Source: an optimization exercise on an open RTL-to-GDS flow (aim: small area, a short achievable clock period and few clock cycles). Production flows keep margins and buffers that such runs may drop.
Only simulation tests tie the RTL to the original design; equivalence was not proved.
Power and IR drop assume default switching activity.

==> flow/design.v <==
module dumb_cs(  
	input             clock_sink_clk,          
	input             reset_sink_reset,        
    input  [5:0]      select,
    output [15:0]     n0, n1, n2, n3, n4, n5, n6, n7, n8, n9, n10, n11, n12, n13, n14, n15, n16, n17, n18, n19, n20, n21, n22, n23
);
reg [15:0] num[23:0];
assign n0 = num[0];
assign n1 = num[1];
assign n2 = num[2];
assign n3 = num[3];
assign n4 = num[4];
assign n5 = num[5];
assign n6 = num[6];
assign n7 = num[7];
assign n8 = num[8];
assign n9 = num[9];
assign n10 = num[10];
assign n11 = num[11];
assign n12 = num[12];
assign n13 = num[13];
assign n14 = num[14];
assign n15 = num[15];
assign n16 = num[16];
assign n17 = num[17];
assign n18 = num[18];
assign n19 = num[19];
assign n20 = num[20];
assign n21 = num[21];
assign n22 = num[22];
assign n23 = num[23];
always @(posedge clock_sink_clk)begin
    if(reset_sink_reset)begin
                num[0]<=16'h0000;
                num[1]<=16'h0000;
                num[2]<=16'h0000;
                num[3]<=16'h0000;
                num[4]<=16'h0000;
                num[5]<=16'h0000;
                num[6]<=16'h0000;
                num[7]<=16'h0000;
                num[8]<=16'h0000;
                num[9]<=16'h0000;
                num[10]<=16'h0000;
                num[11]<=16'h0000;
                num[12]<=16'h0000;
                num[13]<=16'h0000;
                num[14]<=16'h0000;
                num[15]<=16'h0000;
                num[16]<=16'h0000;
                num[17]<=16'h0000;
                num[18]<=16'h0000;
                num[19]<=16'h0000;
                num[20]<=16'h0000;
                num[21]<=16'h0000;
                num[22]<=16'h0000;
                num[23]<=16'h0000;
    end else begin
        case (select)
            6'd0: begin
                num[0] <=16'h0000;
                num[1] <=16'h0000;
                num[2] <=16'h0000;
                num[3] <=16'h0000;
                num[4] <=16'h07E0;
                num[5] <=16'h0FF0;
                num[6] <=16'h1C38;
                num[7] <=16'h3C3C;
                num[8] <=16'h781C;
                num[9] <=16'h781E;
                num[10]<=16'h781E;
                num[11]<=16'h781E;
                num[12]<=16'h781E;
                num[13]<=16'h781E;
                num[14]<=16'h781E;
                num[15]<=16'h781E;
                num[16]<=16'h781E;
                num[17]<=16'h383C;
                num[18]<=16'h3C38;
                num[19]<=16'h1E78;
                num[20]<=16'h07E0;
                num[21]<=16'h0000;
                num[22]<=16'h0000;
                num[23]<=16'h0000;
            end
            6'd1: begin
                num[0] <=16'h0000;
                num[1] <=16'h0000;
                num[2] <=16'h0000;
                num[3] <=16'h0000;
                num[4] <=16'h00C0;
                num[5] <=16'h0FC0;
                num[6] <=16'h1FC0;
                num[7] <=16'h03C0;
                num[8] <=16'h03C0;
                num[9] <=16'h03C0;
                num[10]<=16'h03C0;
                num[11]<=16'h03C0;
                num[12]<=16'h03C0;
                num[13]<=16'h03C0;
                num[14]<=16'h03C0;
                num[15]<=16'h03C0;
                num[16]<=16'h03C0;
                num[17]<=16'h03C0;
                num[18]<=16'h03C0;
                num[19]<=16'h03E0;
                num[20]<=16'h1FFC;
                num[21]<=16'h0000;
                num[22]<=16'h0000;
                num[23]<=16'h0000;
            end
            6'd2:begin
                num[0] <=16'h0000;
                num[1] <=16'h0000;
                num[2] <=16'h0000;
                num[3] <=16'h0000;
                num[4] <=16'h07E0;
                num[5] <=16'h1EF8;
                num[6] <=16'h383C;
                num[7] <=16'h781C;
                num[8] <=16'h7C1C;
                num[9] <=16'h381C;
                num[10]<=16'h003C;
                num[11]<=16'h0038;
                num[12]<=16'h0070;
                num[13]<=16'h01E0;
                num[14]<=16'h0380;
                num[15]<=16'h0700;
                num[16]<=16'h0E06;
                num[17]<=16'h1C0E;
                num[18]<=16'h301C;
                num[19]<=16'h7FFC;
                num[20]<=16'h7FFC;
                num[21]<=16'h0000;
                num[22]<=16'h0000;
                num[23]<=16'h0000;
            end 
            6'd3:  begin
                num[0] <=16'h0000;
                num[1] <=16'h0000;
                num[2] <=16'h0000;
                num[3] <=16'h0000;
                num[4] <=16'h07E0;
                num[5] <=16'h1EF0;
                num[6] <=16'h3838;
                num[7] <=16'h383C;
                num[8] <=16'h383C;
                num[9] <=16'h003C;
                num[10]<=16'h0078;
                num[11]<=16'h03F0;
                num[12]<=16'h03F0;
                num[13]<=16'h0038;
                num[14]<=16'h001C;
                num[15]<=16'h001E;
                num[16]<=16'h381E;
                num[17]<=16'h781E;
                num[18]<=16'h783C;
                num[19]<=16'h3C78;
                num[20]<=16'h0FE0;
                num[21]<=16'h0000;
                num[22]<=16'h0000;
                num[23]<=16'h0000;
            end
            6'd4: begin
                num[0] <=16'h0000;
                num[1] <=16'h0000;
                num[2] <=16'h0000;
                num[3] <=16'h0000;
                num[4] <=16'h0070;
                num[5] <=16'h0070;
                num[6] <=16'h00F0;
                num[7] <=16'h01F0;
                num[8] <=16'h03F0;
                num[9] <=16'h0770;
                num[10]<=16'h0E70;
                num[11]<=16'h0C70;
                num[12]<=16'h1870;
                num[13]<=16'h3070;
                num[14]<=16'h7070;
                num[15]<=16'hFFFF;
                num[16]<=16'h0070;
                num[17]<=16'h0070;
                num[18]<=16'h0070;
                num[19]<=16'h00F8;
                num[20]<=16'h07FE;
                num[21]<=16'h0000;
                num[22]<=16'h0000;
                num[23]<=16'h0000;
            end
            6'd5: begin
                num[0] <=16'h0000;
                num[1] <=16'h0000;
                num[2] <=16'h0000;
                num[3] <=16'h0000;
                num[4] <=16'h1FFC;
                num[5] <=16'h1FFC;
                num[6] <=16'h3800;
                num[7] <=16'h3800;
                num[8] <=16'h3800;
                num[9] <=16'h3800;
                num[10]<=16'h3FF0;
                num[11]<=16'h3FF8;
                num[12]<=16'h383C;
                num[13]<=16'h101C;
                num[14]<=16'h001E;
                num[15]<=16'h001E;
                num[16]<=16'h381E;
                num[17]<=16'h781C;
                num[18]<=16'h783C;
                num[19]<=16'h3C78;
                num[20]<=16'h0FF0;
                num[21]<=16'h0000;
                num[22]<=16'h0000;
                num[23]<=16'h0000;
            end
            6'd6:begin
                num[0] <=16'h0000;
                num[1] <=16'h0000;
                num[2] <=16'h0000;
                num[3] <=16'h0000;
                num[4] <=16'h03F0;
                num[5] <=16'h0F38;
                num[6] <=16'h1C3C;
                num[7] <=16'h383C;
                num[8] <=16'h3800;
                num[9] <=16'h7800;
                num[10]<=16'h7BF0;
                num[11]<=16'h7FF8;
                num[12]<=16'h7C3C;
                num[13]<=16'h781E;
                num[14]<=16'h781E;
                num[15]<=16'h781E;
                num[16]<=16'h781E;
                num[17]<=16'h381E;
                num[18]<=16'h3C1C;
                num[19]<=16'h1E38;
                num[20]<=16'h07F0;
                num[21]<=16'h0000;
                num[22]<=16'h0000;
                num[23]<=16'h0000;
            end
            6'd7: begin
                num[0] <=16'h0000;
                num[1] <=16'h0000;
                num[2] <=16'h0000;
                num[3] <=16'h0000;
                num[4] <=16'h3FFE;
                num[5] <=16'h3FFE;
                num[6] <=16'h381C;
                num[7] <=16'h7018;
                num[8] <=16'h7030;
                num[9] <=16'h0070;
                num[10]<=16'h00E0;
                num[11]<=16'h00E0;
                num[12]<=16'h01C0;
                num[13]<=16'h01C0;
                num[14]<=16'h0380;
                num[15]<=16'h0380;
                num[16]<=16'h0780;
                num[17]<=16'h0780;
                num[18]<=16'h0780;
                num[19]<=16'h0780;
                num[20]<=16'h0780;
                num[21]<=16'h0000;
                num[22]<=16'h0000;
                num[23]<=16'h0000;
            end
            6'd8: begin
                num[0] <=16'h0000;
                num[1] <=16'h0000;
                num[2] <=16'h0000;
                num[3] <=16'h0000;
                num[4] <=16'h07E0;
                num[5] <=16'h1E78;
                num[6] <=16'h381C;
                num[7] <=16'h701E;
                num[8] <=16'h701E;
                num[9] <=16'h781C;
                num[10]<=16'h3E3C;
                num[11]<=16'h1FF0;
                num[12]<=16'h1FF0;
                num[13]<=16'h3CF8;
                num[14]<=16'h783C;
                num[15]<=16'h701E;
                num[16]<=16'h701E;
                num[17]<=16'h701E;
                num[18]<=16'h701C;
                num[19]<=16'h3C38;
                num[20]<=16'h0FF0;
                num[21]<=16'h0000;
                num[22]<=16'h0000;
                num[23]<=16'h0000;
            end
            6'd9: begin
                num[0] <=16'h0000;
                num[1] <=16'h0000;
                num[2] <=16'h0000;
                num[3] <=16'h0000;
                num[4] <=16'h0FE0;
                num[5] <=16'h1EF8;
                num[6] <=16'h3838;
                num[7] <=16'h781C;
                num[8] <=16'h701E;
                num[9] <=16'h701E;
                num[10]<=16'h701E;
                num[11]<=16'h781E;
                num[12]<=16'h783E;
                num[13]<=16'h3FFE;
                num[14]<=16'h0FDE;
                num[15]<=16'h001C;
                num[16]<=16'h003C;
                num[17]<=16'h1838;
                num[18]<=16'h3C78;
                num[19]<=16'h3CF0;
                num[20]<=16'h1FC0;
                num[21]<=16'h0000;
                num[22]<=16'h0000;
                num[23]<=16'h0000;
            end                      
            6'd10: begin             
                num[0] <=16'h0000;
                num[1] <=16'h0000;
                num[2] <=16'h0000;
                num[3] <=16'h0000;
                num[4] <=16'h03C0;
                num[5] <=16'h03C0;
                num[6] <=16'h03C0;
                num[7] <=16'h07E0;
                num[8] <=16'h07E0;
                num[9] <=16'h0EE0;
                num[10]<=16'h0EF0;
                num[11]<=16'h0CF0;
                num[12]<=16'h1C70;
                num[13]<=16'h1C70;
                num[14]<=16'h1FF8;
                num[15]<=16'h3838;
                num[16]<=16'h3838;
                num[17]<=16'h303C;
                num[18]<=16'h701C;
                num[19]<=16'h701E;
                num[20]<=16'hFC7F;
                num[21]<=16'h0000;
                num[22]<=16'h0000;
                num[23]<=16'h0000;
            end
            6'd11: begin             
                num[0] <=16'h0000;
                num[1] <=16'h0000;
                num[2] <=16'h0000;
                num[3] <=16'h0000;
                num[4] <=16'hFFE0;
                num[5] <=16'h7FF8;
                num[6] <=16'h383C;
                num[7] <=16'h381E;
                num[8] <=16'h381E;
                num[9] <=16'h381C;
                num[10]<=16'h383C;
                num[11]<=16'h3FF8;
                num[12]<=16'h3FF8;
                num[13]<=16'h381C;
                num[14]<=16'h381E;
                num[15]<=16'h380F;
                num[16]<=16'h380F;
                num[17]<=16'h380E;
                num[18]<=16'h381E;
                num[19]<=16'h387C;
                num[20]<=16'hFFF0;
                num[21]<=16'h0000;
                num[22]<=16'h0000;
                num[23]<=16'h0000;
            end
            6'd12: begin             
                num[0] <=16'h0000;
                num[1] <=16'h0000;
                num[2] <=16'h0000;
                num[3] <=16'h0000;
                num[4] <=16'h03FE;
                num[5] <=16'h0F3E;
                num[6] <=16'h1C0E;
                num[7] <=16'h3806;
                num[8] <=16'h7807;
                num[9] <=16'h7800;
                num[10]<=16'hF000;
                num[11]<=16'hF000;
                num[12]<=16'hF000;
                num[13]<=16'hF000;
                num[14]<=16'hF000;
                num[15]<=16'h7000;
                num[16]<=16'h7807;
                num[17]<=16'h7806;
                num[18]<=16'h3C0C;
                num[19]<=16'h1F3C;
                num[20]<=16'h07F0;
                num[21]<=16'h0000;
                num[22]<=16'h0000;
                num[23]<=16'h0000;
            end
            6'd13: begin             
                num[0] <=16'h0000;
                num[1] <=16'h0000;
                num[2] <=16'h0000;
                num[3] <=16'h0000;
                num[4] <=16'hFF80;
                num[5] <=16'h7FF0;
                num[6] <=16'h3838;
                num[7] <=16'h381C;
                num[8] <=16'h381E;
                num[9] <=16'h381E;
                num[10]<=16'h380E;
                num[11]<=16'h380F;
                num[12]<=16'h380F;
                num[13]<=16'h380F;
                num[14]<=16'h380E;
                num[15]<=16'h381E;
                num[16]<=16'h381E;
                num[17]<=16'h381C;
                num[18]<=16'h383C;
                num[19]<=16'h38F0;
                num[20]<=16'hFFC0;
                num[21]<=16'h0000;
                num[22]<=16'h0000;
                num[23]<=16'h0000;
            end
            6'd14: begin             
                num[0] <=16'h0000;
                num[1] <=16'h0000;
                num[2] <=16'h0000;
                num[3] <=16'h0000;
                num[4] <=16'hFFFC;
                num[5] <=16'h7FFC;
                num[6] <=16'h3C0E;
                num[7] <=16'h3C06;
                num[8] <=16'h3C00;
                num[9] <=16'h3C30;
                num[10]<=16'h3C30;
                num[11]<=16'h3FF0;
                num[12]<=16'h3FF0;
                num[13]<=16'h3C30;
                num[14]<=16'h3C30;
                num[15]<=16'h3C00;
                num[16]<=16'h3C00;
                num[17]<=16'h3C07;
                num[18]<=16'h3C0E;
                num[19]<=16'h3C1E;
                num[20]<=16'hFFFC;
                num[21]<=16'h0000;
                num[22]<=16'h0000;
                num[23]<=16'h0000;
            end
            6'd15: begin             
                num[0] <=16'h0000;
                num[1] <=16'h0000;
                num[2] <=16'h0000;
                num[3] <=16'h0000;
                num[4] <=16'hFFFE;
                num[5] <=16'h7FFE;
                num[6] <=16'h3C0E;
                num[7] <=16'h3C07;
                num[8] <=16'h3C00;
                num[9] <=16'h3C18;
                num[10]<=16'h3C38;
                num[11]<=16'h3C78;
                num[12]<=16'h3FF8;
                num[13]<=16'h3C38;
                num[14]<=16'h3C38;
                num[15]<=16'h3C00;
                num[16]<=16'h3C00;
                num[17]<=16'h3C00;
                num[18]<=16'h3C00;
                num[19]<=16'h3C00;
                num[20]<=16'hFF00;
                num[21]<=16'h0000;
                num[22]<=16'h0000;
                num[23]<=16'h0000;
            end
            6'd16: begin             
                num[0] <=16'h0000;
                num[1] <=16'h0000;
                num[2] <=16'h0000;
                num[3] <=16'h0000;
                num[4] <=16'h07F8;
                num[5] <=16'h0F7C;
                num[6] <=16'h1C1C;
                num[7] <=16'h381C;
                num[8] <=16'h780C;
                num[9] <=16'h7000;
                num[10]<=16'hF000;
                num[11]<=16'hF000;
                num[12]<=16'hF000;
                num[13]<=16'hF07F;
                num[14]<=16'hF07E;
                num[15]<=16'hF01C;
                num[16]<=16'h701C;
                num[17]<=16'h781C;
                num[18]<=16'h381C;
                num[19]<=16'h1E3C;
                num[20]<=16'h0FF0;
                num[21]<=16'h0000;
                num[22]<=16'h0000;
                num[23]<=16'h0000;
            end
            6'd17: begin             
                num[0] <=16'h0000;
                num[1] <=16'h0000;
                num[2] <=16'h0000;
                num[3] <=16'h0000;
                num[4] <=16'hFC7F;
                num[5] <=16'h7C3E;
                num[6] <=16'h781C;
                num[7] <=16'h781C;
                num[8] <=16'h781C;
                num[9] <=16'h781C;
                num[10]<=16'h781C;
                num[11]<=16'h781C;
                num[12]<=16'h7FFC;
                num[13]<=16'h781C;
                num[14]<=16'h781C;
                num[15]<=16'h781C;
                num[16]<=16'h781C;
                num[17]<=16'h781C;
                num[18]<=16'h781C;
                num[19]<=16'h781C;
                num[20]<=16'hFE7F;
                num[21]<=16'h0000;
                num[22]<=16'h0000;
                num[23]<=16'h0000;
            end
            6'd18: begin             
                num[0] <=16'h0000;
                num[1] <=16'h0000;
                num[2] <=16'h0000;
                num[3] <=16'h0000;
                num[4] <=16'h3FFC;
                num[5] <=16'h1FF8;
                num[6] <=16'h03C0;
                num[7] <=16'h03C0;
                num[8] <=16'h03C0;
                num[9] <=16'h03C0;
                num[10]<=16'h03C0;
                num[11]<=16'h03C0;
                num[12]<=16'h03C0;
                num[13]<=16'h03C0;
                num[14]<=16'h03C0;
                num[15]<=16'h03C0;
                num[16]<=16'h03C0;
                num[17]<=16'h03C0;
                num[18]<=16'h03C0;
                num[19]<=16'h03C0;
                num[20]<=16'h3FFC;
                num[21]<=16'h0000;
                num[22]<=16'h0000;
                num[23]<=16'h0000;
            end
            6'd19: begin             
                num[0] <=16'h0000;
                num[1] <=16'h0000;
                num[2] <=16'h0000;
                num[3] <=16'h0000;
                num[4] <=16'h0FFF;
                num[5] <=16'h07FE;
                num[6] <=16'h00F0;
                num[7] <=16'h00F0;
                num[8] <=16'h00F0;
                num[9] <=16'h00F0;
                num[10]<=16'h00F0;
                num[11]<=16'h00F0;
                num[12]<=16'h00F0;
                num[13]<=16'h00F0;
                num[14]<=16'h00F0;
                num[15]<=16'h00F0;
                num[16]<=16'h00F0;
                num[17]<=16'h00F0;
                num[18]<=16'h00F0;
                num[19]<=16'h00F0;
                num[20]<=16'h70F0;
                num[21]<=16'hF8E0;
                num[22]<=16'h7BC0;
                num[23]<=16'h3F00;
            end
            6'd20: begin             
                num[0] <=16'h0000;
                num[1] <=16'h0000;
                num[2] <=16'h0000;
                num[3] <=16'h0000;
                num[4] <=16'hFE7E;
                num[5] <=16'h7E7E;
                num[6] <=16'h3838;
                num[7] <=16'h3860;
                num[8] <=16'h38E0;
                num[9] <=16'h39C0;
                num[10]<=16'h3B80;
                num[11]<=16'h3F80;
                num[12]<=16'h3FC0;
                num[13]<=16'h3DE0;
                num[14]<=16'h38E0;
                num[15]<=16'h38F0;
                num[16]<=16'h3870;
                num[17]<=16'h3878;
                num[18]<=16'h383C;
                num[19]<=16'h383E;
                num[20]<=16'hFE7F;
                num[21]<=16'h0000;
                num[22]<=16'h0000;
                num[23]<=16'h0000;
            end
            6'd21: begin             
                num[0] <=16'h0000;
                num[1] <=16'h0000;
                num[2] <=16'h0000;
                num[3] <=16'h0000;
                num[4] <=16'h7F00;
                num[5] <=16'h7E00;
                num[6] <=16'h3C00;
                num[7] <=16'h3C00;
                num[8] <=16'h3C00;
                num[9] <=16'h3C00;
                num[10]<=16'h3C00;
                num[11]<=16'h3C00;
                num[12]<=16'h3C00;
                num[13]<=16'h3C00;
                num[14]<=16'h3C00;
                num[15]<=16'h3C00;
                num[16]<=16'h3C00;
                num[17]<=16'h3C07;
                num[18]<=16'h3C06;
                num[19]<=16'h3C1E;
                num[20]<=16'hFFFE;
                num[21]<=16'h0000;
                num[22]<=16'h0000;
                num[23]<=16'h0000;
            end
            6'd22: begin             
                num[0] <=16'h0000;
                num[1] <=16'h0000;
                num[2] <=16'h0000;
                num[3] <=16'h0000;
                num[4] <=16'hF01F;
                num[5] <=16'hF81F;
                num[6] <=16'h783E;
                num[7] <=16'h783E;
                num[8] <=16'h7C3E;
                num[9] <=16'h7C7E;
                num[10]<=16'h7C7E;
                num[11]<=16'h7E7E;
                num[12]<=16'h6EFE;
                num[13]<=16'h6EDE;
                num[14]<=16'h6EDE;
                num[15]<=16'h67DE;
                num[16]<=16'h67DE;
                num[17]<=16'h679E;
                num[18]<=16'h679E;
                num[19]<=16'h639E;
                num[20]<=16'hFB7F;
                num[21]<=16'h0000;
                num[22]<=16'h0000;
                num[23]<=16'h0000;
            end
            6'd23: begin             
                num[0] <=16'h0000;
                num[1] <=16'h0000;
                num[2] <=16'h0000;
                num[3] <=16'h0000;
                num[4] <=16'hF83F;
                num[5] <=16'hFC1F;
                num[6] <=16'h3C0C;
                num[7] <=16'h3E0C;
                num[8] <=16'h3F0C;
                num[9] <=16'h370C;
                num[10]<=16'h378C;
                num[11]<=16'h33CC;
                num[12]<=16'h31CC;
                num[13]<=16'h31EC;
                num[14]<=16'h30FC;
                num[15]<=16'h307C;
                num[16]<=16'h307C;
                num[17]<=16'h303C;
                num[18]<=16'h301C;
                num[19]<=16'h301C;
                num[20]<=16'hFC0C;
                num[21]<=16'h0000;
                num[22]<=16'h0000;
                num[23]<=16'h0000;
            end
            6'd24: begin             
                num[0] <=16'h0000;
                num[1] <=16'h0000;
                num[2] <=16'h0000;
                num[3] <=16'h0000;
                num[4] <=16'h07E0;
                num[5] <=16'h1F78;
                num[6] <=16'h3C1C;
                num[7] <=16'h381C;
                num[8] <=16'h781E;
                num[9] <=16'h780E;
                num[10]<=16'h700F;
                num[11]<=16'hF00F;
                num[12]<=16'hF00F;
                num[13]<=16'hF00F;
                num[14]<=16'h700F;
                num[15]<=16'h700F;
                num[16]<=16'h780E;
                num[17]<=16'h381E;
                num[18]<=16'h3C1C;
                num[19]<=16'h1E78;
                num[20]<=16'h07F0;
                num[21]<=16'h0000;
                num[22]<=16'h0000;
                num[23]<=16'h0000;
            end
            6'd25: begin             
                num[0] <=16'h0000;
                num[1] <=16'h0000;
                num[2] <=16'h0000;
                num[3] <=16'h0000;
                num[4] <=16'hFFE0;
                num[5] <=16'h7FFC;
                num[6] <=16'h3C1E;
                num[7] <=16'h3C0E;
                num[8] <=16'h3C0E;
                num[9] <=16'h3C0E;
                num[10]<=16'h3C0E;
                num[11]<=16'h3C3C;
                num[12]<=16'h3FF8;
                num[13]<=16'h3F80;
                num[14]<=16'h3C00;
                num[15]<=16'h3C00;
                num[16]<=16'h3C00;
                num[17]<=16'h3C00;
                num[18]<=16'h3C00;
                num[19]<=16'h3C00;
                num[20]<=16'hFF00;
                num[21]<=16'h0000;
                num[22]<=16'h0000;
                num[23]<=16'h0000;
            end
            6'd26: begin             
                num[0] <=16'h0000;
                num[1] <=16'h0000;
                num[2] <=16'h0000;
                num[3] <=16'h0000;
                num[4] <=16'h07E0;
                num[5] <=16'h1E78;
                num[6] <=16'h3C3C;
                num[7] <=16'h781E;
                num[8] <=16'h781E;
                num[9] <=16'h700E;
                num[10]<=16'hF00F;
                num[11]<=16'hF00F;
                num[12]<=16'hF00F;
                num[13]<=16'hF00F;
                num[14]<=16'hF00F;
                num[15]<=16'h730E;
                num[16]<=16'h7FCE;
                num[17]<=16'h7DFE;
                num[18]<=16'h3CFC;
                num[19]<=16'h1EF8;
                num[20]<=16'h07F6;
                num[21]<=16'h007E;
                num[22]<=16'h003C;
                num[23]<=16'h0000;
            end
            6'd27: begin             
                num[0] <=16'h0000;
                num[1] <=16'h0000;
                num[2] <=16'h0000;
                num[3] <=16'h0000;
                num[4] <=16'hFFE0;
                num[5] <=16'h7FF8;
                num[6] <=16'h3C1C;
                num[7] <=16'h3C1E;
                num[8] <=16'h3C1E;
                num[9] <=16'h3C1E;
                num[10]<=16'h3C1C;
                num[11]<=16'h3C78;
                num[12]<=16'h3FE0;
                num[13]<=16'h3DE0;
                num[14]<=16'h3CE0;
                num[15]<=16'h3C70;
                num[16]<=16'h3C78;
                num[17]<=16'h3C38;
                num[18]<=16'h3C3C;
                num[19]<=16'h3C1C;
                num[20]<=16'hFF1F;
                num[21]<=16'h0000;
                num[22]<=16'h0000;
                num[23]<=16'h0000;
            end
            6'd28: begin             
                num[0] <=16'h0000;
                num[1] <=16'h0000;
                num[2] <=16'h0000;
                num[3] <=16'h0000;
                num[4] <=16'h0FE8;
                num[5] <=16'h1EFC;
                num[6] <=16'h383C;
                num[7] <=16'h701C;
                num[8] <=16'h700C;
                num[9] <=16'h7800;
                num[10]<=16'h3E00;
                num[11]<=16'h1F80;
                num[12]<=16'h07F0;
                num[13]<=16'h00F8;
                num[14]<=16'h003C;
                num[15]<=16'h001E;
                num[16]<=16'h600E;
                num[17]<=16'h700E;
                num[18]<=16'h701C;
                num[19]<=16'h7C38;
                num[20]<=16'h3FF0;
                num[21]<=16'h0000;
                num[22]<=16'h0000;
                num[23]<=16'h0000; 
            end
            6'd29: begin             
                num[0] <=16'h0000;
                num[1] <=16'h0000;
                num[2] <=16'h0000;
                num[3] <=16'h0000;
                num[4] <=16'h7FFC;
                num[5] <=16'h7FFE;
                num[6] <=16'h63C6;
                num[7] <=16'hE3C6;
                num[8] <=16'h43C0;
                num[9] <=16'h03C0;
                num[10]<=16'h03C0;
                num[11]<=16'h03C0;
                num[12]<=16'h03C0;
                num[13]<=16'h03C0;
                num[14]<=16'h03C0;
                num[15]<=16'h03C0;
                num[16]<=16'h03C0;
                num[17]<=16'h03C0;
                num[18]<=16'h03C0;
                num[19]<=16'h03C0;
                num[20]<=16'h0FF0;
                num[21]<=16'h0000;
                num[22]<=16'h0000;
                num[23]<=16'h0000;
            end
            6'd30: begin             
                num[0] <=16'h0000;
                num[1] <=16'h0000;
                num[2] <=16'h0000;
                num[3] <=16'h0000;
                num[4] <=16'hFE3F;
                num[5] <=16'hFC1E;
                num[6] <=16'h780C;
                num[7] <=16'h780C;
                num[8] <=16'h780C;
                num[9] <=16'h780C;
                num[10]<=16'h780C;
                num[11]<=16'h780C;
                num[12]<=16'h780C;
                num[13]<=16'h780C;
                num[14]<=16'h780C;
                num[15]<=16'h780C;
                num[16]<=16'h780C;
                num[17]<=16'h380C;
                num[18]<=16'h381C;
                num[19]<=16'h1E78;
                num[20]<=16'h0FE0;
                num[21]<=16'h0000;
                num[22]<=16'h0000;
                num[23]<=16'h0000;
            end
            6'd31: begin             
                num[0] <=16'h0000;
                num[1] <=16'h0000;
                num[2] <=16'h0000;
                num[3] <=16'h0000;
                num[4] <=16'hFC3F;
                num[5] <=16'hFC1E;
                num[6] <=16'h381C;
                num[7] <=16'h3C18;
                num[8] <=16'h3C18;
                num[9] <=16'h1C38;
                num[10]<=16'h1E30;
                num[11]<=16'h1E70;
                num[12]<=16'h0E70;
                num[13]<=16'h0F60;
                num[14]<=16'h0FE0;
                num[15]<=16'h07C0;
                num[16]<=16'h07C0;
                num[17]<=16'h07C0;
                num[18]<=16'h0380;
                num[19]<=16'h0380;
                num[20]<=16'h0380;
                num[21]<=16'h0000;
                num[22]<=16'h0000;
                num[23]<=16'h0000;
            end
            6'd32: begin             
                num[0] <=16'h0000;
                num[1] <=16'h0000;
                num[2] <=16'h0000;
                num[3] <=16'h0000;
                num[4] <=16'hFFFF;
                num[5] <=16'hFBCF;
                num[6] <=16'h71C6;
                num[7] <=16'h71CE;
                num[8] <=16'h79CC;
                num[9] <=16'h79CC;
                num[10]<=16'h3BEC;
                num[11]<=16'h3BFC;
                num[12]<=16'h3BFC;
                num[13]<=16'h3FF8;
                num[14]<=16'h1FF8;
                num[15]<=16'h1EF8;
                num[16]<=16'h1E78;
                num[17]<=16'h1E70;
                num[18]<=16'h1E70;
                num[19]<=16'h0C70;
                num[20]<=16'h0C70;
                num[21]<=16'h0000;
                num[22]<=16'h0000;
                num[23]<=16'h0000;   
            end
            6'd33: begin             
                num[0] <=16'h0000;
                num[1] <=16'h0000;
                num[2] <=16'h0000;
                num[3] <=16'h0000;
                num[4] <=16'h7E7E;
                num[5] <=16'h7C3E;
                num[6] <=16'h1C38;
                num[7] <=16'h1E30;
                num[8] <=16'h0E70;
                num[9] <=16'h0760;
                num[10]<=16'h07C0;
                num[11]<=16'h03C0;
                num[12]<=16'h03C0;
                num[13]<=16'h03C0;
                num[14]<=16'h07E0;
                num[15]<=16'h06F0;
                num[16]<=16'h0E70;
                num[17]<=16'h0C78;
                num[18]<=16'h183C;
                num[19]<=16'h383C;
                num[20]<=16'hFC7F;
                num[21]<=16'h0000;
                num[22]<=16'h0000;
                num[23]<=16'h0000;
            end
            6'd34: begin             
                num[0] <=16'h0000;
                num[1] <=16'h0000;
                num[2] <=16'h0000;
                num[3] <=16'h0000;
                num[4] <=16'hFE3F;
                num[5] <=16'h7C3E;
                num[6] <=16'h3C18;
                num[7] <=16'h1C18;
                num[8] <=16'h1E30;
                num[9] <=16'h0E30;
                num[10]<=16'h0F60;
                num[11]<=16'h07E0;
                num[12]<=16'h07C0;
                num[13]<=16'h03C0;
                num[14]<=16'h03C0;
                num[15]<=16'h03C0;
                num[16]<=16'h03C0;
                num[17]<=16'h03C0;
                num[18]<=16'h03C0;
                num[19]<=16'h03C0;
                num[20]<=16'h0FF0;
                num[21]<=16'h0000;
                num[22]<=16'h0000;
                num[23]<=16'h0000;
            end
            6'd35: begin             
                num[0] <=16'h0000;
                num[1] <=16'h0000;
                num[2] <=16'h0000;
                num[3] <=16'h0000;
                num[4] <=16'h1FFE;
                num[5] <=16'h3FFE;
                num[6] <=16'h383C;
                num[7] <=16'h7038;
                num[8] <=16'h0078;
                num[9] <=16'h00F0;
                num[10]<=16'h00E0;
                num[11]<=16'h01C0;
                num[12]<=16'h03C0;
                num[13]<=16'h0780;
                num[14]<=16'h0700;
                num[15]<=16'h0F00;
                num[16]<=16'h1E00;
                num[17]<=16'h1C06;
                num[18]<=16'h380E;
                num[19]<=16'h783C;
                num[20]<=16'h7FFC;
                num[21]<=16'h0000;
                num[22]<=16'h0000;
                num[23]<=16'h0000;
            end
            6'd36: begin             
                num[0] <=16'h0000;
                num[1] <=16'h0000;
                num[2] <=16'h0000;
                num[3] <=16'h0000;
                num[4] <=16'h0000;
                num[5] <=16'h0000;
                num[6] <=16'h0000;
                num[7] <=16'h0000;
                num[8] <=16'h0000;
                num[9] <=16'h0000;
                num[10]<=16'h0000;
                num[11]<=16'h0000;
                num[12]<=16'h0000;
                num[13]<=16'h0000;
                num[14]<=16'h0000;
                num[15]<=16'h0000;
                num[16]<=16'h0000;
                num[17]<=16'h0000;
                num[18]<=16'h3C00;
                num[19]<=16'h7E00;
                num[20]<=16'h3C00;
                num[21]<=16'h0000;
                num[22]<=16'h0000;
                num[23]<=16'h0000;
            end
            6'd37: begin             
                num[0] <=16'h0000;
                num[1] <=16'h0000;
                num[2] <=16'h0000;
                num[3] <=16'h0000;
                num[4] <=16'h0000;
                num[5] <=16'h0000;
                num[6] <=16'h0000;
                num[7] <=16'h0000;
                num[8] <=16'h0000;
                num[9] <=16'h0380;
                num[10]<=16'h07C0;
                num[11]<=16'h03C0;
                num[12]<=16'h0000;
                num[13]<=16'h0000;
                num[14]<=16'h0000;
                num[15]<=16'h0000;
                num[16]<=16'h0000;
                num[17]<=16'h0000;
                num[18]<=16'h03C0;
                num[19]<=16'h07C0;
                num[20]<=16'h03C0;
                num[21]<=16'h0000;
                num[22]<=16'h0000;
                num[23]<=16'h0000;
            end
            6'd38: begin             
                num[0] <=16'h0000;
                num[1] <=16'h0000;
                num[2] <=16'h0000;
                num[3] <=16'h0000;
                num[4] <=16'h03C0;
                num[5] <=16'h03C0;
                num[6] <=16'h03C0;
                num[7] <=16'h03C0;
                num[8] <=16'h03C0;
                num[9] <=16'h03C0;
                num[10]<=16'h0380;
                num[11]<=16'h0380;
                num[12]<=16'h0180;
                num[13]<=16'h0180;
                num[14]<=16'h0180;
                num[15]<=16'h0180;
                num[16]<=16'h0000;
                num[17]<=16'h0000;
                num[18]<=16'h03C0;
                num[19]<=16'h07C0;
                num[20]<=16'h03C0;
                num[21]<=16'h0000;
                num[22]<=16'h0000;
                num[23]<=16'h0000;
            end
            default: begin
                num[0] <=16'h0000;
                num[1] <=16'h0000;
                num[2] <=16'h0000;
                num[3] <=16'h0000;
                num[4] <=16'h0000;
                num[5] <=16'h0000;
                num[6] <=16'h0000;
                num[7] <=16'h0000;
                num[8] <=16'h0000;
                num[9] <=16'h0000;
                num[10]<=16'h0000;
                num[11]<=16'h0000;
                num[12]<=16'h0000;
                num[13]<=16'h0000;
                num[14]<=16'h0000;
                num[15]<=16'h0000;
                num[16]<=16'h0000;
                num[17]<=16'h0000;
                num[18]<=16'h0000;
                num[19]<=16'h0000;
                num[20]<=16'h0000;
                num[21]<=16'h0000;
                num[22]<=16'h0000;
                num[23]<=16'h0000;
            end
        endcase
    end
end
endmodule
module render_accelerator_module (
		input         clock_sink_clk,          
		input         reset_sink_reset,        
		output    [17:0]   avalon_master_mem_address,   
		output reg             avalon_master_mem_write,     
		output reg    [7:0]    avalon_master_mem_writedata,     
        input              avalon_master_waitrequest,
        input 		[7:0]  avalon_slave_hps_addr,        
		input              avalon_slave_hps_write,       
		input       [31:0] avalon_slave_hps_writedata,   
        input              avalon_slave_hps_read,        
        output reg      [31:0] avalon_slave_hps_readdata     
	);
    reg         ready_flag;         
    reg         start_flag;         
    reg [3:0]   mode_reg;            
    reg [31:0]  control_reg_1;       
    reg [31:0]  control_reg_2;       
    always @(posedge clock_sink_clk) begin
        if(reset_sink_reset) begin
            start_flag <= 1'b0;
        end
        else if(avalon_slave_hps_write) begin
            case (avalon_slave_hps_addr)
                8'h01   :    begin
                    mode_reg <= avalon_slave_hps_writedata[4:1];
                    start_flag <= avalon_slave_hps_writedata[0];
                end
                8'h02   :    control_reg_1 <= avalon_slave_hps_writedata;
                8'h03   :    control_reg_2 <= avalon_slave_hps_writedata; 
                default :    ; 
            endcase
        end
        else if (avalon_slave_hps_read) begin
            case (avalon_slave_hps_addr)
                8'h00   :   avalon_slave_hps_readdata <= {31'b0, ready_flag};
                8'h01   :   avalon_slave_hps_readdata <= {27'b0, mode_reg, start_flag};
                8'h02   :   avalon_slave_hps_readdata <= control_reg_1;
                8'h03   :   avalon_slave_hps_readdata <= control_reg_2;
                default :   avalon_slave_hps_readdata <= 32'b0;   
            endcase
        end
    end
    reg [4:0] state;
    reg [8:0] x_counter;
    reg [7:0] y_counter;
    wire [8:0] x_coord   = control_reg_1[8:0];
    wire [7:0] y_coord   = control_reg_1[16:9];
    wire [7:0] color     = control_reg_1[24:17];
    reg [8:0] width;     
    reg [7:0] height;
    wire [15:0] char_data[23:0];
    wire [8:0] char_select = control_reg_2[8:0];  
    wire [15:0] n0, n1, n2, n3, n4, n5, n6, n7, n8, n9, n10, n11, n12, n13, n14, n15, n16, n17, n18, n19, n20, n21, n22, n23;
    assign char_data[0]  = n0;
    assign char_data[1]  = n1;
    assign char_data[2]  = n2;
    assign char_data[3]  = n3;
    assign char_data[4]  = n4;
    assign char_data[5]  = n5;
    assign char_data[6]  = n6;
    assign char_data[7]  = n7;
    assign char_data[8]  = n8;
    assign char_data[9]  = n9;
    assign char_data[10] = n10;
    assign char_data[11] = n11;
    assign char_data[12] = n12;
    assign char_data[13] = n13;
    assign char_data[14] = n14;
    assign char_data[15] = n15;
    assign char_data[16] = n16;
    assign char_data[17] = n17;
    assign char_data[18] = n18;
    assign char_data[19] = n19;
    assign char_data[20] = n20;
    assign char_data[21] = n21;
    assign char_data[22] = n22;
    assign char_data[23] = n23;
    parameter char_width = 9'd16;
    parameter char_height = 8'd24;
    dumb_cs cs_bitmap(  
        .clock_sink_clk(clock_sink_clk),          
        .reset_sink_reset(reset_sink_reset),        
        .select(char_select[5:0]),
        .n0(n0), 
        .n1(n1), 
        .n2(n2), 
        .n3(n3), 
        .n4(n4), 
        .n5(n5), 
        .n6(n6), 
        .n7(n7), 
        .n8(n8), 
        .n9(n9), 
        .n10(n10), 
        .n11(n11), 
        .n12(n12), 
        .n13(n13), 
        .n14(n14), 
        .n15(n15), 
        .n16(n16), 
        .n17(n17), 
        .n18(n18), 
        .n19(n19), 
        .n20(n20), 
        .n21(n21), 
        .n22(n22), 
        .n23(n23)
    );
    always @(*) begin
        case (mode_reg)
            4'b0000: begin
                width     = control_reg_2[8:0];
                height    = control_reg_2[16:9];
                avalon_master_mem_write      = state[4];  
                avalon_master_mem_writedata  = color[7:0];  
            end
            4'b0001: begin
                width     = char_width;
                height    = char_height;
                avalon_master_mem_write = state[4] & char_data[y_counter][width - x_counter - 1];
                avalon_master_mem_writedata = char_data[y_counter][width - x_counter - 1] ? color[7:0]: 8'b0;
            end
            default: begin
                width     = 9'd320;  
                height    = 9'd240;
                avalon_master_mem_write     = 1'b0;
                avalon_master_mem_writedata = 8'b0;
            end
        endcase
    end
    wire [8:0] x_pos     = x_coord + x_counter;
    wire [7:0] y_pos     = y_coord + y_counter;   
    parameter idle      = 5'b00000;
    parameter inc_x     = 5'b10001;
    parameter inc_y     = 5'b10010;
    parameter finish    = 5'b00011;
    parameter square    = 4'b0000;
    parameter character = 4'b0001;
    always @(posedge clock_sink_clk) begin
        if(reset_sink_reset) begin
            state <= idle;
            ready_flag <= 1'b1;
        end else begin
            case (state)
                idle    : begin
                    if(start_flag && ( (mode_reg == 4'b0000) || (mode_reg == 4'b0001) ) )begin
                        state       <= inc_x;
                        ready_flag  <= 1'b0;
                        x_counter   <= 9'b0;
                        y_counter   <= 9'b0; 
                    end
                    else begin
                        ready_flag  <= 1'b1;
                        state       <= idle;
                    end
                end
                inc_x   : begin
                    if (x_counter == (width - 1) && y_counter == (height - 1)) begin
                        state       <= finish;
                    end
                    else if (x_counter == (width - 1)) begin
                        state       <= inc_y;
                        x_counter   <= 9'b0;
                    end
                    else begin
                        state       <= inc_x;
                        x_counter   <= x_counter + 1;
                    end
                end
                inc_y   : begin
                    state   <=  inc_x;
                    y_counter <= y_counter + 1;
                end
                finish  : state <= idle;
                default : state <= idle;
            endcase
        end
    end
    assign avalon_master_mem_address = {1'b0, y_pos[7:0], x_pos[8:0]};
endmodule
==> flow/run.sh <==
#!/bin/bash
# synth_recipe.tcl (not shown) runs the flow's synth.tcl, then flattens the netlist and writes it again
# the make line also repeats each setting of config.mk as NAME=value (left out here)
make -C /OpenROAD-flow-scripts/flow DESIGN_CONFIG=/design/flow/config.mk WORK_HOME=/design/flow/orfs CLKGATE_MAP_FILE= SYNTH_SCRIPT=/design/flow/synth_recipe.tcl finish
==> flow/config.mk <==
export PLATFORM = sky130hd
export DESIGN_NAME = render_accelerator_module
export DESIGN_NICKNAME = render_accelerator_module
export VERILOG_FILES = /design/flow/design.v
export SDC_FILE = /design/flow/constraint.sdc
export NUM_CORES = 4
export LEC_CHECK = 0
export CAP_MARGIN = 20
export CORE_MARGIN = 2
export CORE_UTILIZATION = 40
export SLEW_MARGIN = 20
export SYNTH_MEMORY_MAX_BITS = 32768
==> flow/constraint.sdc <==
create_clock -name core_clock -period 10.0 [get_ports {clock_sink_clk}]
set_input_delay 2.0000 -clock core_clock [delete_from_list [all_inputs] [get_ports {clock_sink_clk}]]
set_output_delay 2.0000 -clock core_clock [all_outputs]
set_load 0.01 [all_outputs]
==> results.sh <==
export IMPL_grt_start_max_net_pins=111
export IMPL_period_share_pct=73.27
export IMPL_path_buf_inv=3
export IMPL_drv_cap=0
export IMPL_drive_gt1_share_pct=9.526
export IMPL_fillers=4537
export IMPL_grt_pass1_vias=18940
export IMPL_p_leak_uw=0.008512
export IMPL_outcome="complete, no violations"
export IMPL_setup_viol_count_final=0
export IMPL_post_cts_resized=0
export IMPL_wl_per_cell_um=38.45
export IMPL_area_growth_pct=18.15
export IMPL_die_h_um=220.9
export IMPL_htree_levels=2
export IMPL_regMostFlops="cs_bitmap.num"
export IMPL_crit_fanout=17
export IMPL_final_setup_tns_ps=0
export IMPL_cts_tree="built"
export IMPL_ios=104
export IMPL_grt_pass1_wl_um=152100
export IMPL_min_period_ps=7327
export IMPL_synth_edf_count=117
export IMPL_slowest_delay_ps=980
export IMPL_cp_required_ps=8000
export IMPL_crit_path_end_kind="primary output"
export IMPL_io_buffers=101
export IMPL_ys_ff_latch=364
export IMPL_stdcell_area_sq_mm=0.02223
export IMPL_initialDrtViolationCount=3923
export IMPL_max_freq_mhz=136.5
export IMPL_relSlewSlack_pct=11.24
export IMPL_fin_nets=2355
export IMPL_cts_sinks=364
export IMPL_core_area_sq_mm=0.04646
export IMPL_max_vdd_ir_drop_v=0.0001456
export IMPL_cts_max_path_buffers=3
export IMPL_rsz0062_at_grt="no"
export IMPL_crit_path_start_kind="flip-flop"
export IMPL_power_uw=3304
export IMPL_start_util_pct=40.50
export IMPL_synth_main_ff_cell="dfxtp_1"
export IMPL_grt_overflow_total=0
export IMPL_avgSynthCellArea_sq_um=8.510
export IMPL_routed_wl_um=111800
export IMPL_critPathTopFamily="simple AND/OR/NAND/NOR gates"
export IMPL_via_per_inst=7.060
export IMPL_placed_area_sq_mm=0.02073
export IMPL_layout_commonest_cell="nand2_1"
export IMPL_arrival_ps=5330
export IMPL_clock_latency_ps=610
export IMPL_fp_dieArea_sq_mm=0.04879
export IMPL_path_cells="clkinv_1 -> ha_1 -> buf_4 -> a221oi_1 -> nand2_1 -> nor4_1 -> a311oi_1 -> o211ai_1 -> and4_1 -> nor2_1 -> clkdlybuf4s50_1"
export IMPL_critPathSlowestCell="edfxtp_1"
export IMPL_antenna_found_initial=4
export IMPL_p_per_area_mw_per_mm2=148.6
export IMPL_numCtsBuffers=42
export IMPL_syn_cell_area_sq_mm=0.01882
export IMPL_worstMarginPinSlew_ps=1318
export IMPL_cts_setup_buffers=0
export IMPL_largest_reg_flops=242
export IMPL_finalMaxSlewViolations=0
export IMPL_async_flop_share_pct=0
export IMPL_ant_nets=0
export IMPL_fp_dieW_um=220.9
export IMPL_vias=20540
export IMPL_cts_clk_slew_worst_paths_ps=60
export IMPL_final_cell_mix="nand2_1, dfxtp_1, o21ai_0"
export IMPL_root_buffer="clkbuf_16"
export IMPL_hold_class="flip-flop to flip-flop"
export IMPL_crit_type="flip-flop to primary output"
export IMPL_drc=0
export IMPL_hold_viol=0
export IMPL_skew_ps=30.29
export IMPL_cts_hold_buf=0
export IMPL_netlist_instances=2211
export IMPL_grt_usage_pct=44.08
export IMPL_firstDrtPassIters=8
export IMPL_gp_congestion=1.086
export IMPL_ys_seq_area_share_pct=44.95
export IMPL_synth_cell_types=80
export IMPL_whs_ps=508.1
export IMPL_syn_num_nets=2298
export IMPL_hpwl_um=78810
export IMPL_rows=79
export IMPL_ys_warn_count=3
final cells by class:
type	instances	area (sq um)	share of cell area (%)
clock buffer	54	1176	5.290
antenna	3	7.507	0.03377
sequential	364	8458	38.05
clock inverter	21	299.0	1.345
timing repair buffer	189	1704	7.665
multi-input combinational	1630	9673	43.51
tap	607	759.5	3.416
inverter	41	153.9	0.6923
routing by layer:
layer  track usage [%]  routed length (um)
met1             58.91               43650
met2             58.28               42550
met3             20.62               18110
met4             23.60                7490
met5                 0                  50
stage by stage:
step | setup slack (ps) | std cells | util, %
floorplan | 4544 | 2211 | -
global placement | 3556 | 2830 | 44.61
detailed placement | 3495 | 2830 | 44.61
CTS | 2890 | 2905 | 47.79
global route | 2634 | 2906 | 47.84
finish | 2673 | 2909 | 47.85
worst paths after layout:
kind | start | to | slack, ps | depth (start not counted)
max | y_counter[4] | avalon_master_mem_writedata[0] | 2670 | 11
min | state[1] | state[1] | 510 | 1
max reg2reg | control_reg_2[1] | cs_bitmap.num[7][7] | 5600 | 8
min reg2reg | state[1] | state[1] | 510 | 1
kinds of logic (layout without fill, tap and decap cells):
kind of cell    after synthesis  after routing  synth area share (%)
simple gates                765            765                 18.78
compound gates              755            755                 25.50
flops                       364            364                 44.95
buf+inv                     217            305                 4.402
fa+ha+maj                    42             42                 2.873
xor+xnor                     42             42                 1.955
mux                          25             25                 1.516
other cells                   1              4               0.01993
where the power goes:
group | leakage, uW | switching, uW | internal, uW
registers | 0.00316 | 7.76 | 1540
clock network | 0.000713 | 695 | 990
logic | 0.00464 | 47.6 | 28.3
total | 0.00851 | 750 | 2550
cells in the mapped netlist, types with 13 or more instances:
library cell	count	share of area [%]
o221ai_1	13	0.61
edfxtp_1	117	19
dfxtp_1	247	26
xnor2_1	27	1.3
nand2b_1	17	0.57
a221oi_1	19	0.88
mux2_2	18	1.1
buf_1	33	0.66
or3_1	15	0.50
a22oi_1	72	2.9
a32oi_1	22	1.0
o31ai_1	15	0.60
a22o_1	37	1.7
nor4_1	14	0.47
ha_1	40	2.7
o211ai_1	30	1.2
nor3_1	36	0.96
nor2_1	215	4.3
nand3_1	85	2.3
inv_1	37	0.74
nand2_1	270	5.4
xor2_1	15	0.70
a31oi_1	32	1.1
o21ai_0	225	6.0
a21oi_1	184	4.9
nor2b_1	21	0.70
and3_1	16	0.53
nand4_1	18	0.60
clkbuf_1	134	2.7
Testbench counts, summed over its fixed seeds: cycles 433,180.

==> port drivers added, routing unchanged <==
No port has a modelled driver above. Below, the same layout with a new extraction and two added sets of constraints.
Step 1: set_driving_cell puts a clkbuf_16 on clock_sink_clk and a buf_2 on each other input, an assumption about the parent block.
Step 2 moves the port delays by t, midway between the first and last clock arrival at a register: inputs arrive t later, outputs are due t later. That takes back most of the time a late clock gives input paths.
Three values: no drivers, after step 1, after step 2; two values: the first two.
t, ns: 0.641
slack for setup (ns): 2.673 / 2.621 / 3.262
latest minus earliest clock arrival (ns): 0.048 / 0.048
worst register clock-pin slew, ns: 0.07 / 0.07
worst slew at a driven data input, ns: 0.06
After both steps this run still meets setup and hold. The setup slack of this run moves by -0.052 ns with the drivers and by +0.589 ns with both steps.
